This design comes from an exercise in tuning for small area, a short achievable clock period and few clock cycles per item on the open sky130 flow, not from production work. Power is estimated from default activity; no workload was simulated.

Design COMP_Control, start of the top module:
module COMP_Control(
    input clock,
    input rst,
    input start_trigger,
    input reset_act,
    input reset_data,
    input signed [15:0] K0,
    input signed [15:0] K1,
    input signed [15:0] K2,
    input signed [17:0] setPoint,
    input signed [17:0] data,
    output reg busy,
    output wire signed [15:0] COMP_output
    );
For scale: about 1700 cells after synthesis, roughly 150 flip-flops, ~16000 µm² of cells after synthesis.
==> flow/config.mk <==
export PLATFORM = sky130hd
export DESIGN_NAME = COMP_Control
export DESIGN_NICKNAME = COMP_Control
export VERILOG_FILES = /design/flow/design.v
export SDC_FILE = /design/flow/constraint.sdc
export NUM_CORES = 4
export LEC_CHECK = 0
export CAP_MARGIN = 20
export CORE_MARGIN = 2
export CORE_UTILIZATION = 40
export CTS_BUF_LIST = sky130_fd_sc_hd__clkbuf_8
export SLEW_MARGIN = 20
export SYNTH_HIERARCHICAL = 1
export SYNTH_MINIMUM_KEEP_SIZE = 0
==> flow/constraint.sdc <==
create_clock -name core_clock -period 12.0 [get_ports {clock}]
set_input_delay 2.4000 -clock core_clock [delete_from_list [all_inputs] [get_ports {clock}]]
set_output_delay 2.4000 -clock core_clock [all_outputs]
set_load 0.01 [all_outputs]
standard.sh (not shown) runs the stock make flow with config.mk's settings and CLKGATE_MAP_FILE= SYNTH_SCRIPT=/design/flow/synth_recipe.tcl, a recipe that flattens the netlist after the stock synthesis.
==> flow/flow/run.sh <==
#!/bin/bash
# The standard layout (standard.sh: the standard flow's synthesis, floorplan, placement,
# CTS, routing) at the design's clock period and constraints, with two
# changes to how hard the resizer works:
#  - repair_timing aims for a setup slack of SETUP_MARGIN ns instead of 0,
#    so the critical paths get sized and buffered although the 12 ns clock
#    would already be met;
#  - the port buffers are buf_2 cells rather than the resizer's pick.
set -euo pipefail
cd "$(dirname "$0")/.."
SETUP_MARGIN=$(cat flow/setup_margin.txt)
bash standard.sh "SETUP_SLACK_MARGIN=$SETUP_MARGIN" \
  "BUFFER_PORTS_ARGS=-buffer_cell sky130_fd_sc_hd__buf_2" finish > standard_make.log 2>&1
==> flow/flow/setup_margin.txt <==
6.0
Rerun with:
--- a/flow/design.v
+++ b/flow/design.v
@@ -11,26 +11,27 @@
     input signed [17:0] data,
     output reg busy,
     output wire signed [15:0] COMP_output
     );
     reg [18:0] e0, e1;
     reg [47:0] S, C;
     reg [15:0] Kr;
     reg sB, sC;    
     wire load = start_trigger & ~busy & ~reset_act & ~rst;
     wire clr_all = rst | (reset_act & reset_data);
     wire [18:0] diff = {setPoint[17], setPoint} - {data[17], data};
+    wire go = start_trigger & ~reset_act;
     wire [15:0] Km;
-    KMUX umA (.busy(busy), .start(start_trigger), .ract(reset_act), .kr(Kr), .k2(K2), .y(Km));
+    KMUX umA (.busy(busy), .go(go), .kr(Kr), .k2(K2), .y(Km));
     wire [15:0] KmB;    
-    KMUX umB (.busy(busy), .start(start_trigger), .ract(reset_act), .kr(Kr), .k2(K2), .y(KmB));
+    KMUX umB (.busy(busy), .go(go), .kr(Kr), .k2(K2), .y(KmB));
     wire d0_one = e1[0] ^ 1'b0;
     wire d0_two = (e1[1] & ~e1[0] & ~1'b0) | (~e1[1] & e1[0] & 1'b0);
     wire d0_neg = (e1[1] & ~(e1[0] & 1'b0)) ^ sB;
     wire d0_pp0 = ((d0_one & Km[0])) ^ d0_neg;
     wire d0_pp1 = ((d0_one & Km[1]) | (d0_two & Km[0])) ^ d0_neg;
     wire d0_pp2 = ((d0_one & Km[2]) | (d0_two & Km[1])) ^ d0_neg;
     wire d0_pp3 = ((d0_one & Km[3]) | (d0_two & Km[2])) ^ d0_neg;
     wire d0_pp4 = ((d0_one & Km[4]) | (d0_two & Km[3])) ^ d0_neg;
     wire d0_pp5 = ((d0_one & Km[5]) | (d0_two & Km[4])) ^ d0_neg;
     wire d0_pp6 = ((d0_one & Km[6]) | (d0_two & Km[5])) ^ d0_neg;
     wire d0_pp7 = ((d0_one & Km[7]) | (d0_two & Km[6])) ^ d0_neg;
@@ -1096,24 +1097,23 @@
 endmodule
 module FAX(input a, input b, input c, output s, output co);
     XOR3 ux (.a(a), .b(b), .c(c), .y(s));
     MAJ3 um (.a(a), .b(b), .c(c), .y(co));
 endmodule
 module XOR3(input a, input b, input c, output y);
     assign y = a ^ b ^ c;
 endmodule
 module MAJ3(input a, input b, input c, output y);
     assign y = (a & b) | (a & c) | (b & c);
 endmodule
-module KMUX(input busy, input start, input ract, input [15:0] kr, input [15:0] k2, output [15:0] y);
-    wire go = start & ~ract;
+module KMUX(input busy, input go, input [15:0] kr, input [15:0] k2, output [15:0] y);
     assign y = busy ? kr : (k2 & {16{go}});
 endmodule
 module AOI21(input a, input b, input c, output y);    
     assign y = ~(a | (b & c));
 endmodule
 module OAI21(input a, input b, input c, output y);    
     assign y = ~(a & (b | c));
 endmodule
 module NAND2(input a, input b, output y);
     assign y = ~(a & b);
 endmodule
What happened: Core utilization is lower by 0.63 points. Via count is lower by 2.4%. Critical path depth is higher by 2. Combinational power is lower by about 5%. Sequential power is lower by about 0.7%. Global-route usage is about the same. Total power is lower by 2.6%. Die area is lower by 0.98%. Clock-buffer cell count is unchanged. Routed wire length is about the same.
No run of this note included a check of the RTL's function; only the layout flow was run.

[re-timing with driven ports]
The flow's constraints put no driver on any port. The routed layouts listed below were extracted and timed again, unchanged, in two steps.
Step 1 sets driving cells, clkbuf_16 on the clock port and buf_2 on the other inputs (assumed; they add their load-dependent delay and slew).
Step 2 times the ports against the registers' clock, not the clock port: input delays grow and output delays shrink by t, the midpoint of the rising clock arrivals with the driver on.
Slacks: ideal / step 1 / step 2; pairs: ideal / step 1.
run	shift t [ns]	setup slack, ns	worst setup path after step 2	worst data-port slew with drivers (ns)	pins driven straight from the clock port
the first run	0.547	6.089 / 6.091 / 5.544	input to register	0.05	1
the second run	0.536	6.083 / 6.096 / 5.560	input to register	0.05	1
After both steps setup and hold are still met in every run listed. For the first run, which loses most, drivers alone change the setup slack by +0.002 ns; drivers and shift together by -0.545 ns.
